Source: an optimization exercise on an open RTL-to-GDS flow (aim: small area and a short achievable clock period). Production flows keep margins and buffers that such runs may drop.
No run shown here included a check of the RTL's function; only the layout flow was run.

==> flow/design.v (outline; a module is shown in full before it is edited, if it fits) <==
// module MrSimSimulation: 1192 lines
// module kmfa: 4 lines
// module kmha: 4 lines
module MrSimSimulation(input clk, input reset,
    input [63:0] io_enq_dat,
    input  io_enq_val,
    output io_enq_rdy,
    output[63:0] io_deq_dat,
    output io_deq_val,
    input  io_deq_rdy
);
  // ...
==> flow/flow/run.sh <==
#!/bin/bash
# Standard synthesis, then the standard layout with the resizer aiming for a setup slack margin,
# small port buffers and a smaller clock tree.
set -euo pipefail
bash standard.sh synth > synth.log 2>&1
bash standard.sh SETUP_SLACK_MARGIN=12.4 BUFFER_PORTS_ARGS='-buffer_cell sky130_fd_sc_hd__buf_1' 'CTS_ARGS=-sink_clustering_enable -repair_clock_nets -dont_use_dummy_load -buf_list sky130_fd_sc_hd__clkbuf_16 -sink_clustering_size 30 -sink_clustering_max_diameter 100' finish > layout.log 2>&1
==> flow/standard.sh <==
#!/bin/bash
# synth_recipe.tcl (not shown) runs the flow's synth.tcl, then flattens the netlist and writes it again
# the make line also repeats each setting of config.mk as NAME=value (left out here)
make -C /OpenROAD-flow-scripts/flow DESIGN_CONFIG=/design/flow/config.mk WORK_HOME=/design/flow/orfs CLKGATE_MAP_FILE= SYNTH_SCRIPT=/design/flow/synth_recipe.tcl "${@:-finish}"
==> flow/config.mk <==
export PLATFORM = sky130hd
export DESIGN_NAME = MrSimSimulation
export DESIGN_NICKNAME = MrSimSimulation
export VERILOG_FILES = /design/flow/design.v
export SDC_FILE = /design/flow/constraint.sdc
export NUM_CORES = 4
export LEC_CHECK = 0
export CAP_MARGIN = 20
export CORE_MARGIN = 2
export CORE_UTILIZATION = 40
export PLACE_DENSITY = 0.6
export SLEW_MARGIN = 20
export SYNTH_HIERARCHICAL = 1
export SYNTH_MINIMUM_KEEP_SIZE = 0
==> flow/constraint.sdc <==
create_clock -name core_clock -period 17.0 [get_ports {clk}]
set_input_delay 3.4000 -clock core_clock [delete_from_list [all_inputs] [get_ports {clk}]]
set_output_delay 3.4000 -clock core_clock [all_outputs]
set_load 0.01 [all_outputs]
==> summary.txt, run 1 <==
Synth Area in Compound Gates 0.0789; gr ovfl total 0; Slew @ Worst Pin 0.913 ns; IO Pins 134; Required @ worst endpoint 17.34 ns; largest net degree at the start of global routing 19; top layer in use met4; total CTS buffers 17; P&R area growth vs syn 14.6%; grt met3 use 0.0298; final wirelength approximately 33000 um; max-cap viol count 0; Endpoint, Worst Hold p2[15]; GRT Total Usage 0.179; startpoint types register; Ant. Diodes 0; count leader, synth fa_1; max frequency roughly 210 MHz; CP cell instances and2_4 > fa_2 > fa_1 > fa_1 > fa_1 > ha_2 > a211o_1 > a21o_1 > o221a_2 > a21o_1 > ha_4 > inv_2 > a222oi_1 > o21ai_1 > a211oi_1 > a32oi_1 > o21ai_1; wire per inst ~18 um; top cells by count, synth 174 x fa_1, 170 x and2_1, 147 x ha_1; M1 WL about 16000 um; vias in the first global route 9939; Setup WS post-layout around 12 ns; antenna violations before repair 1; footprint of the multi-input gates roughly 0.010 mm2; Clk pin slew, worst setup/hold paths 0.08 ns; total core area 0.0365 mm2; number of multi-input logic gates around 1000; final setup fails 0; Clk Latency, worst-skew pair 0.43 ns; Place WS around 12 ns; min-delay src p1[15]; CP endpoint kind register; # H-tree levels 4; Crit Path Class reg -> reg; Final clock-cell share 0.0250; status no timing/DRC/antenna violations; largest cells by area after synthesis fa_1 24%, dfxtp_1 15%, edfxtp_1 15%
==> run 2: changes to the inputs <==
--- a/flow/design.v
+++ b/flow/design.v
@@ -4,17 +4,17 @@
     output io_enq_rdy,
     output[63:0] io_deq_dat,
     output io_deq_val,
     input  io_deq_rdy
 );
   reg [8:0] df0, df1, df2, df3, df4, df5;
   reg [15:0] p1, p2;
   reg v1, v2, v3;
-  reg [3:0] e0, e1, e2;    
+  reg [4:0] e0, e1, e2;    
   reg l20, l21, l10;           
   wire [7:0] px = io_enq_dat[55:48];
   wire [7:0] py = io_enq_dat[63:56];
   wire [8:0] dn0 = {1'b0, io_enq_dat[7:0]} - {1'b0, px};
   wire [8:0] dn1 = {1'b0, io_enq_dat[15:8]} - {1'b0, py};
   wire [8:0] dn2 = {1'b0, io_enq_dat[23:16]} - {1'b0, px};
   wire [8:0] dn3 = {1'b0, io_enq_dat[31:24]} - {1'b0, py};
   wire [8:0] dn4 = {1'b0, io_enq_dat[39:32]} - {1'b0, px};
@@ -974,18 +974,16 @@
   wire ll20_g8 = dist0[8] & ~dist2[8];
   wire ll20_p8 = dist0[8] | ~dist2[8];
   wire ll20_g9 = dist0[9] & ~dist2[9];
   wire ll20_p9 = dist0[9] | ~dist2[9];
   wire ll20_g10 = dist0[10] & ~dist2[10];
   wire ll20_p10 = dist0[10] | ~dist2[10];
   wire ll20_g11 = dist0[11] & ~dist2[11];
   wire ll20_p11 = dist0[11] | ~dist2[11];
-  wire ll20_g12 = dist0[12] & ~dist2[12];
-  wire ll20_p12 = dist0[12] | ~dist2[12];
   wire ll20_G607 = ll20_g1 | (ll20_p1 & ll20_g0);
   wire ll20_P608 = ll20_p1 & ll20_p0;
   wire ll20_G609 = ll20_g3 | (ll20_p3 & ll20_g2);
   wire ll20_P610 = ll20_p3 & ll20_p2;
   wire ll20_G611 = ll20_g5 | (ll20_p5 & ll20_g4);
   wire ll20_P612 = ll20_p5 & ll20_p4;
   wire ll20_G613 = ll20_g7 | (ll20_p7 & ll20_g6);
   wire ll20_P614 = ll20_p7 & ll20_p6;
@@ -996,21 +994,19 @@
   wire ll20_G619 = ll20_G609 | (ll20_P610 & ll20_G607);
   wire ll20_P620 = ll20_P610 & ll20_P608;
   wire ll20_G621 = ll20_G613 | (ll20_P614 & ll20_G611);
   wire ll20_P622 = ll20_P614 & ll20_P612;
   wire ll20_G623 = ll20_G617 | (ll20_P618 & ll20_G615);
   wire ll20_P624 = ll20_P618 & ll20_P616;
   wire ll20_G625 = ll20_G621 | (ll20_P622 & ll20_G619);
   wire ll20_P626 = ll20_P622 & ll20_P620;
-  wire ll20_G627 = ll20_g12 | (ll20_p12 & ll20_G623);
-  wire ll20_P628 = ll20_p12 & ll20_P624;
-  wire ll20_G629 = ll20_G627 | (ll20_P628 & ll20_G625);
-  wire ll20_P630 = ll20_P628 & ll20_P626;
-  wire ll20 = ll20_G629 | ll20_P630;
+  wire ll20_G627 = ll20_G623 | (ll20_P624 & ll20_G625);
+  wire ll20_P628 = ll20_P624 & ll20_P626;
+  wire ll20 = ll20_G627 | ll20_P628;
   wire ll21_g0 = dist1[0] & ~dist2[0];
   wire ll21_p0 = dist1[0] | ~dist2[0];
   wire ll21_g1 = dist1[1] & ~dist2[1];
   wire ll21_p1 = dist1[1] | ~dist2[1];
   wire ll21_g2 = dist1[2] & ~dist2[2];
   wire ll21_p2 = dist1[2] | ~dist2[2];
   wire ll21_g3 = dist1[3] & ~dist2[3];
   wire ll21_p3 = dist1[3] | ~dist2[3];
@@ -1025,43 +1021,39 @@
   wire ll21_g8 = dist1[8] & ~dist2[8];
   wire ll21_p8 = dist1[8] | ~dist2[8];
   wire ll21_g9 = dist1[9] & ~dist2[9];
   wire ll21_p9 = dist1[9] | ~dist2[9];
   wire ll21_g10 = dist1[10] & ~dist2[10];
   wire ll21_p10 = dist1[10] | ~dist2[10];
   wire ll21_g11 = dist1[11] & ~dist2[11];
   wire ll21_p11 = dist1[11] | ~dist2[11];
-  wire ll21_g12 = dist1[12] & ~dist2[12];
-  wire ll21_p12 = dist1[12] | ~dist2[12];
-  wire ll21_G631 = ll21_g1 | (ll21_p1 & ll21_g0);
-  wire ll21_P632 = ll21_p1 & ll21_p0;
-  wire ll21_G633 = ll21_g3 | (ll21_p3 & ll21_g2);
-  wire ll21_P634 = ll21_p3 & ll21_p2;
-  wire ll21_G635 = ll21_g5 | (ll21_p5 & ll21_g4);
-  wire ll21_P636 = ll21_p5 & ll21_p4;
-  wire ll21_G637 = ll21_g7 | (ll21_p7 & ll21_g6);
-  wire ll21_P638 = ll21_p7 & ll21_p6;
-  wire ll21_G639 = ll21_g9 | (ll21_p9 & ll21_g8);
-  wire ll21_P640 = ll21_p9 & ll21_p8;
-  wire ll21_G641 = ll21_g11 | (ll21_p11 & ll21_g10);
-  wire ll21_P642 = ll21_p11 & ll21_p10;
-  wire ll21_G643 = ll21_G633 | (ll21_P634 & ll21_G631);
-  wire ll21_P644 = ll21_P634 & ll21_P632;
-  wire ll21_G645 = ll21_G637 | (ll21_P638 & ll21_G635);
-  wire ll21_P646 = ll21_P638 & ll21_P636;
-  wire ll21_G647 = ll21_G641 | (ll21_P642 & ll21_G639);
-  wire ll21_P648 = ll21_P642 & ll21_P640;
-  wire ll21_G649 = ll21_G645 | (ll21_P646 & ll21_G643);
-  wire ll21_P650 = ll21_P646 & ll21_P644;
-  wire ll21_G651 = ll21_g12 | (ll21_p12 & ll21_G647);
-  wire ll21_P652 = ll21_p12 & ll21_P648;
-  wire ll21_G653 = ll21_G651 | (ll21_P652 & ll21_G649);
-  wire ll21_P654 = ll21_P652 & ll21_P650;
-  wire ll21 = ll21_G653 | ll21_P654;
+  wire ll21_G629 = ll21_g1 | (ll21_p1 & ll21_g0);
+  wire ll21_P630 = ll21_p1 & ll21_p0;
+  wire ll21_G631 = ll21_g3 | (ll21_p3 & ll21_g2);
+  wire ll21_P632 = ll21_p3 & ll21_p2;
+  wire ll21_G633 = ll21_g5 | (ll21_p5 & ll21_g4);
+  wire ll21_P634 = ll21_p5 & ll21_p4;
+  wire ll21_G635 = ll21_g7 | (ll21_p7 & ll21_g6);
+  wire ll21_P636 = ll21_p7 & ll21_p6;
+  wire ll21_G637 = ll21_g9 | (ll21_p9 & ll21_g8);
+  wire ll21_P638 = ll21_p9 & ll21_p8;
+  wire ll21_G639 = ll21_g11 | (ll21_p11 & ll21_g10);
+  wire ll21_P640 = ll21_p11 & ll21_p10;
+  wire ll21_G641 = ll21_G631 | (ll21_P632 & ll21_G629);
+  wire ll21_P642 = ll21_P632 & ll21_P630;
+  wire ll21_G643 = ll21_G635 | (ll21_P636 & ll21_G633);
+  wire ll21_P644 = ll21_P636 & ll21_P634;
+  wire ll21_G645 = ll21_G639 | (ll21_P640 & ll21_G637);
+  wire ll21_P646 = ll21_P640 & ll21_P638;
+  wire ll21_G647 = ll21_G643 | (ll21_P644 & ll21_G641);
+  wire ll21_P648 = ll21_P644 & ll21_P642;
+  wire ll21_G649 = ll21_G645 | (ll21_P646 & ll21_G647);
+  wire ll21_P650 = ll21_P646 & ll21_P648;
+  wire ll21 = ll21_G649 | ll21_P650;
   wire ll10_g0 = dist0[0] & ~dist1[0];
   wire ll10_p0 = dist0[0] | ~dist1[0];
   wire ll10_g1 = dist0[1] & ~dist1[1];
   wire ll10_p1 = dist0[1] | ~dist1[1];
   wire ll10_g2 = dist0[2] & ~dist1[2];
   wire ll10_p2 = dist0[2] | ~dist1[2];
   wire ll10_g3 = dist0[3] & ~dist1[3];
   wire ll10_p3 = dist0[3] | ~dist1[3];
@@ -1076,87 +1068,95 @@
   wire ll10_g8 = dist0[8] & ~dist1[8];
   wire ll10_p8 = dist0[8] | ~dist1[8];
   wire ll10_g9 = dist0[9] & ~dist1[9];
   wire ll10_p9 = dist0[9] | ~dist1[9];
   wire ll10_g10 = dist0[10] & ~dist1[10];
   wire ll10_p10 = dist0[10] | ~dist1[10];
   wire ll10_g11 = dist0[11] & ~dist1[11];
   wire ll10_p11 = dist0[11] | ~dist1[11];
-  wire ll10_g12 = dist0[12] & ~dist1[12];
-  wire ll10_p12 = dist0[12] | ~dist1[12];
-  wire ll10_G655 = ll10_g1 | (ll10_p1 & ll10_g0);
-  wire ll10_P656 = ll10_p1 & ll10_p0;
-  wire ll10_G657 = ll10_g3 | (ll10_p3 & ll10_g2);
-  wire ll10_P658 = ll10_p3 & ll10_p2;
-  wire ll10_G659 = ll10_g5 | (ll10_p5 & ll10_g4);
-  wire ll10_P660 = ll10_p5 & ll10_p4;
-  wire ll10_G661 = ll10_g7 | (ll10_p7 & ll10_g6);
-  wire ll10_P662 = ll10_p7 & ll10_p6;
-  wire ll10_G663 = ll10_g9 | (ll10_p9 & ll10_g8);
-  wire ll10_P664 = ll10_p9 & ll10_p8;
-  wire ll10_G665 = ll10_g11 | (ll10_p11 & ll10_g10);
-  wire ll10_P666 = ll10_p11 & ll10_p10;
-  wire ll10_G667 = ll10_G657 | (ll10_P658 & ll10_G655);
-  wire ll10_P668 = ll10_P658 & ll10_P656;
-  wire ll10_G669 = ll10_G661 | (ll10_P662 & ll10_G659);
-  wire ll10_P670 = ll10_P662 & ll10_P660;
-  wire ll10_G671 = ll10_G665 | (ll10_P666 & ll10_G663);
-  wire ll10_P672 = ll10_P666 & ll10_P664;
-  wire ll10_G673 = ll10_G669 | (ll10_P670 & ll10_G667);
-  wire ll10_P674 = ll10_P670 & ll10_P668;
-  wire ll10_G675 = ll10_g12 | (ll10_p12 & ll10_G671);
-  wire ll10_P676 = ll10_p12 & ll10_P672;
-  wire ll10_G677 = ll10_G675 | (ll10_P676 & ll10_G673);
-  wire ll10_P678 = ll10_P676 & ll10_P674;
-  wire ll10 = ll10_G677 | ll10_P678;
+  wire ll10_G651 = ll10_g1 | (ll10_p1 & ll10_g0);
+  wire ll10_P652 = ll10_p1 & ll10_p0;
+  wire ll10_G653 = ll10_g3 | (ll10_p3 & ll10_g2);
+  wire ll10_P654 = ll10_p3 & ll10_p2;
+  wire ll10_G655 = ll10_g5 | (ll10_p5 & ll10_g4);
+  wire ll10_P656 = ll10_p5 & ll10_p4;
+  wire ll10_G657 = ll10_g7 | (ll10_p7 & ll10_g6);
+  wire ll10_P658 = ll10_p7 & ll10_p6;
+  wire ll10_G659 = ll10_g9 | (ll10_p9 & ll10_g8);
+  wire ll10_P660 = ll10_p9 & ll10_p8;
+  wire ll10_G661 = ll10_g11 | (ll10_p11 & ll10_g10);
+  wire ll10_P662 = ll10_p11 & ll10_p10;
+  wire ll10_G663 = ll10_G653 | (ll10_P654 & ll10_G651);
+  wire ll10_P664 = ll10_P654 & ll10_P652;
+  wire ll10_G665 = ll10_G657 | (ll10_P658 & ll10_G655);
+  wire ll10_P666 = ll10_P658 & ll10_P656;
+  wire ll10_G667 = ll10_G661 | (ll10_P662 & ll10_G659);
+  wire ll10_P668 = ll10_P662 & ll10_P660;
+  wire ll10_G669 = ll10_G665 | (ll10_P666 & ll10_G663);
+  wire ll10_P670 = ll10_P666 & ll10_P664;
+  wire ll10_G671 = ll10_G667 | (ll10_P668 & ll10_G669);
+  wire ll10_P672 = ll10_P668 & ll10_P670;
+  wire ll10 = ll10_G671 | ll10_P672;
   wire le20_g0 = e0[0] & ~e2[0];
   wire le20_p0 = e0[0] | ~e2[0];
   wire le20_g1 = e0[1] & ~e2[1];
   wire le20_p1 = e0[1] | ~e2[1];
   wire le20_g2 = e0[2] & ~e2[2];
   wire le20_p2 = e0[2] | ~e2[2];
   wire le20_g3 = e0[3] & ~e2[3];
   wire le20_p3 = e0[3] | ~e2[3];
-  wire le20_G679 = le20_g1 | (le20_p1 & le20_g0);
-  wire le20_P680 = le20_p1 & le20_p0;
-  wire le20_G681 = le20_g3 | (le20_p3 & le20_g2);
-  wire le20_P682 = le20_p3 & le20_p2;
-  wire le20_G683 = le20_G681 | (le20_P682 & le20_G679);
-  wire le20_P684 = le20_P682 & le20_P680;
-  wire le20 = le20_G683 | (le20_P684 & l20);
+  wire le20_g4 = e0[4] & ~e2[4];
+  wire le20_p4 = e0[4] | ~e2[4];
+  wire le20_G673 = le20_g1 | (le20_p1 & le20_g0);
+  wire le20_P674 = le20_p1 & le20_p0;
+  wire le20_G675 = le20_g3 | (le20_p3 & le20_g2);
+  wire le20_P676 = le20_p3 & le20_p2;
+  wire le20_G677 = le20_G675 | (le20_P676 & le20_G673);
+  wire le20_P678 = le20_P676 & le20_P674;
+  wire le20_G679 = le20_g4 | (le20_p4 & le20_G677);
+  wire le20_P680 = le20_p4 & le20_P678;
+  wire le20 = le20_G679 | (le20_P680 & l20);
   wire le21_g0 = e1[0] & ~e2[0];
   wire le21_p0 = e1[0] | ~e2[0];
   wire le21_g1 = e1[1] & ~e2[1];
   wire le21_p1 = e1[1] | ~e2[1];
   wire le21_g2 = e1[2] & ~e2[2];
   wire le21_p2 = e1[2] | ~e2[2];
   wire le21_g3 = e1[3] & ~e2[3];
   wire le21_p3 = e1[3] | ~e2[3];
-  wire le21_G685 = le21_g1 | (le21_p1 & le21_g0);
-  wire le21_P686 = le21_p1 & le21_p0;
-  wire le21_G687 = le21_g3 | (le21_p3 & le21_g2);
-  wire le21_P688 = le21_p3 & le21_p2;
-  wire le21_G689 = le21_G687 | (le21_P688 & le21_G685);
-  wire le21_P690 = le21_P688 & le21_P686;
-  wire le21 = le21_G689 | (le21_P690 & l21);
+  wire le21_g4 = e1[4] & ~e2[4];
+  wire le21_p4 = e1[4] | ~e2[4];
+  wire le21_G681 = le21_g1 | (le21_p1 & le21_g0);
+  wire le21_P682 = le21_p1 & le21_p0;
+  wire le21_G683 = le21_g3 | (le21_p3 & le21_g2);
+  wire le21_P684 = le21_p3 & le21_p2;
+  wire le21_G685 = le21_G683 | (le21_P684 & le21_G681);
+  wire le21_P686 = le21_P684 & le21_P682;
+  wire le21_G687 = le21_g4 | (le21_p4 & le21_G685);
+  wire le21_P688 = le21_p4 & le21_P686;
+  wire le21 = le21_G687 | (le21_P688 & l21);
   wire le10_g0 = e0[0] & ~e1[0];
   wire le10_p0 = e0[0] | ~e1[0];
   wire le10_g1 = e0[1] & ~e1[1];
   wire le10_p1 = e0[1] | ~e1[1];
   wire le10_g2 = e0[2] & ~e1[2];
   wire le10_p2 = e0[2] | ~e1[2];
   wire le10_g3 = e0[3] & ~e1[3];
   wire le10_p3 = e0[3] | ~e1[3];
-  wire le10_G691 = le10_g1 | (le10_p1 & le10_g0);
-  wire le10_P692 = le10_p1 & le10_p0;
-  wire le10_G693 = le10_g3 | (le10_p3 & le10_g2);
-  wire le10_P694 = le10_p3 & le10_p2;
-  wire le10_G695 = le10_G693 | (le10_P694 & le10_G691);
-  wire le10_P696 = le10_P694 & le10_P692;
+  wire le10_g4 = e0[4] & ~e1[4];
+  wire le10_p4 = e0[4] | ~e1[4];
+  wire le10_G689 = le10_g1 | (le10_p1 & le10_g0);
+  wire le10_P690 = le10_p1 & le10_p0;
+  wire le10_G691 = le10_g3 | (le10_p3 & le10_g2);
+  wire le10_P692 = le10_p3 & le10_p2;
+  wire le10_G693 = le10_G691 | (le10_P692 & le10_G689);
+  wire le10_P694 = le10_P692 & le10_P690;
+  wire le10_G695 = le10_g4 | (le10_p4 & le10_G693);
+  wire le10_P696 = le10_p4 & le10_P694;
   wire le10 = le10_G695 | (le10_P696 & l10);
   wire [1:0] cls = (le20 & le21) ? 2'd2 : le10 ? 2'd1 : 2'd0;
   reg [17:0] q0, q1, q2, q3;
   reg [3:0] f;
   wire enq = v3 & ~f[3];
   wire [3:0] g1 = {1'b0, f[3:1]};
   wire [3:0] fn0 = f | ({4{enq}} & ~f & {f[2:0], 1'b1});
   wire [3:0] fn1 = g1 | ({4{enq}} & ~g1 & {g1[2:0], 1'b1});
@@ -1166,17 +1166,17 @@
   wire [17:0] n0 = ws1[0] ? din : q1, h0 = ws0[0] ? din : q0;
   wire [17:0] n1 = ws1[1] ? din : q2, h1 = ws0[1] ? din : q1;
   wire [17:0] n2 = ws1[2] ? din : q3, h2 = ws0[2] ? din : q2;
   wire [17:0] n3 = din,               h3 = ws0[3] ? din : q3;
   wire deq = io_deq_rdy & f[0];
   always @(posedge clk) begin
     df0 <= dn0; df1 <= dn1; df2 <= dn2; df3 <= dn3; df4 <= dn4; df5 <= dn5;
     p1 <= io_enq_dat[63:48];
-    e0 <= dist0[16:13]; e1 <= dist1[16:13]; e2 <= dist2[16:13];
+    e0 <= dist0[16:12]; e1 <= dist1[16:12]; e2 <= dist2[16:12];
     l20 <= ll20; l21 <= ll21; l10 <= ll10;
     p2 <= p1;
     if (reset) begin
       v1 <= 1'b0; v2 <= 1'b0; v3 <= 1'b0;
       f <= 4'd0;
     end else begin
       v1 <= io_enq_val; v2 <= v1; v3 <= v2;
       f <= deq ? fn1 : fn0;
==> run 2 against run 1 <==
  * Still clean
  * Fmax is 2.7% higher
  * Highest routed layer unchanged
  * Via count is 0.61% higher
==> summary.txt, run 2 <==
status no timing/DRC/antenna violations; gr ovfl total 0 (unchanged); vias in the first global route 9973 (+0.34%); Clock Sinks about 180; Worst Clk Skew 0.0241 ns; vias between 9000 and 10000; CTS tree done; Hold Path Class reg -> reg; Final Cycle Share 0.268; Clk Latency, worst-skew pair 0.44 ns (about the same); CP max-delay cell fa_1; first-pass GRT wire length 52600 um; P&R area growth vs syn 14.0%; Initial Utilization 0.406; CP cell instances and2_4 > fa_1 > fa_1 > fa_1 > ha_4 > buf_4 > and4_1 > a221o_1 > ha_4 > nor2_4 > xor2_2 > maj3_1 > a21oi_1 > o311ai_1 > nand3_1 > maj3_1; XOR/XNOR Fraction of Synth Area 0.0394; largest net degree at the start of global routing 19 (unchanged); CP Depth 16; top cells by count, synth 174 x fa_1, 168 x and2_1, 147 x ha_1; total core area 0.0366 mm2 (+0.24%); Ant. Diodes 0 (unchanged); Main synth FF type dfxtp_1; drt first pass iters 4; grt met3 use 0.0240 (-0.00582); count of pins over their slew limit 0; die area 0.0388 mm2; Crit Path Class reg -> reg; Rel. slew slack 0.373; met2 usage in global routing 0.282; worst hold slack around 0.33 ns; Crit Path Max Fanout 7; row count 70; Fill cells between 3000 and 4000; reg-to-reg endpoint l20; crit path from df0[3]; Yosys reg bits approximately 180; post-layout util 0.463; GRT busiest layer met2; Netlist cell types 57; total CTS buffers 17 (unchanged); ys async rst share 0; mean area per synthesized cell about 11 um2; worst-case reg-to-reg path depth 16; Seq/Total Area, Yosys 0.295; Buf/Inv on CP 1; Yosys top cell area share 0.234; final setup fails 0 (unchanged); Required @ worst endpoint 17.29 ns (-0.05 ns); min-delay src p1[7]; Max clock buf depth 2; arrival time worst endpoint a little under 5 ns; startpoint types register; max-cap viol count 0 (unchanged); Slew @ Worst Pin 0.939 ns (+0.0260 ns); M1 GR Usage 0.248; post-synthesis mux area share 0.0422; antenna-violating nets left 0; drt drc 0; layout cells sized above 1 0.165; GRT Total Usage 0.172 (-0.00631); unrepaired setup endpoints after global routing true; HPWL after DPL approximately 26000 um; Fin. Hold Viols 0; CTS Hold Bufs 0; IO Pins 134 (unchanged); final setup TNS 0 ns; Post-Synth Simple-Gate Area 0.137; Synth Area in Compound Gates 0.0768 (-0.00211); Syn. warnings 7; Nets about 1800; Inst Count DP about 1800; Starting DRT DRC Count about 380; CP endpoint kind register; final cell count without fillers between 1500 and 2000; CTS root buf clkbuf_16; GPL Wtd Cong 0.865; post-layout minimum cycle time about 4.6 ns; Synth Area in Adders 0.367; commonest non-fill, non-tap cell in the layout and2_1; post-synth top area cell fa_1; hold depth 0; Cell Area, Synth between 0.01 and 0.015 mm2; largest family of logic cells by synthesized area adder cells; wire per inst 17.2 um (-2.6%); max frequency 220 MHz (+2.7%); Endpoint, Worst Hold p2[7]; largest cells by area after synthesis fa_1 23%, dfxtp_1 15%, edfxtp_1 15%; Clk pin slew, worst setup/hold paths 0.06 ns (-0.02 ns); final wirelength 32400 um (-2.6%); Die Y roughly 200 um; number of flops mapped to enable cells by yosys 72; # H-tree levels 4 (unchanged); count leader, synth fa_1; Largest stage delay, worst path 0.58 ns; IO buf count between 80 and 90; cell family with most CP delay adder cells; Most common cell on crit path fa_1; commonest non-fill, non-tap cells in the layout 167 x and2_1, 163 x fa_1, 122 x ha_1, 73 x buf_1, 72 x edfxtp_1; Synth Instances 1294; Die Span X 197 um; Reg2Reg Setup Slack between 10 and 15 ns; reg2reg start df0[3]; vias per std cell about 5; antenna violations before repair 1 (unchanged)
## run 2: area by class of cell
class,instances,area [um2],area share
timing repair buffer,111,594,0.0350
multi-input combinational,1042,10600,0.623
tap,468,586,0.0345
clock buffer,17,425,0.0251
sequential,183,4480,0.264
inverter,68,313,0.0184
## run 2: how the worst max path moves through the flow
| stage | end | slack, ns |
|---|---|---|
| 3_3_place_gp | df1[8] | 11.88 |
| 6_report | l20 | 12.45 |
| 4_1_cts | l20 | 12.35 |
| 5_1_grt | l20 | 12.27 |
| 3_5_place_dp | df5[7] | 11.85 |
| 2_1_floorplan | df1[8] | 12.24 |
## run 2: routing by layer
metal | share of wire | vias to the layer above
li1 | - | 4538
met2 | 0.47 | 138
met3 | 0.031 | 19
met5 | 0 | -
met4 | 0.0097 | 0
met1 | 0.49 | 4769
## run 2: cells by family (layout without fill, tap and decap cells)
kind of cell / count (synthesis) / after routing
AOI/OAI and AO/OA: 171 / 171
and+or+nand+nor: 361 / 361
muxes: 56 / 56
other: 2 / 53
buffers and inverters: 120 / 196
adders and majority gates: 334 / 334
xor gates and xnor gates: 67 / 67
DFF: 183 / 183
## run 2: per-stage QoR
step / area [um2] / setup WS (ns)
4_1_cts: 16500 / 12.35
6_report: 17000 / 12.45
3_5_place_dp: 15900 / 11.85
3_3_place_gp: 15900 / 11.88
5_1_grt: 17000 / 12.27
2_1_floorplan: 15300 / 12.24
## run 2: worst register-to-register path: stages, from the launching register on
cell and delay, ns:
dfxtp_4 0.38, and2_4 0.17, fa_1 0.56, fa_1 0.46, fa_1 0.58, ha_4 0.22, buf_4 0.14, and4_1 0.18
a221o_1 0.38, ha_4 0.19, nor2_4 0.12, xor2_2 0.20, maj3_1 0.19, a21oi_1 0.06, o311ai_1 0.13, nand3_1 0.14
maj3_1 0.36
## run 2: modules after synthesis (local to each module, per instance)
module,area (um2),flip-flops and latches,times used,cells
MrSimSimulation,10900,183,1,1075
kmha,12.5,0,51,1
kmfa,20.0,0,168,1
## run 2: repair_timing
item	CTS	global route
endpoints found under the setup margin	19	38
resized for setup	67	79
setup buffers	7	17
pin swaps	14	60

==> afterwards: timing with drivers on the ports <==
The flow's constraints put no driver on any port. The routed layouts listed below were extracted and timed again, unchanged, in two steps.
Step 1 sets driving cells, clkbuf_16 on the clock port and buf_2 on the other inputs (assumed; they add their load-dependent delay and slew).
Step 2 adds t to the input delays and takes it off the output delays; t is the mean of the earliest and latest rising clock arrival at the registers after step 1. Input paths then give back, and output paths get back, about the clock's delay inside the block.
a / b / c = no drivers / after step 1 / after step 2; a / b = the first two.
| run | shift t [ns] | setup slack, ns | worst slew at a driven data input, ns |
|---|---|---|---|
| run 1 | 0.472 | 12.324 / 12.324 / 11.974 | 0.08 |
| run 2 | 0.461 | 12.446 / 12.446 / 11.987 | 0.09 |
After both steps setup and hold are still met in every run listed. For run 2, which loses most, drivers alone change the setup slack by 0.000 ns; drivers and shift together by -0.459 ns.
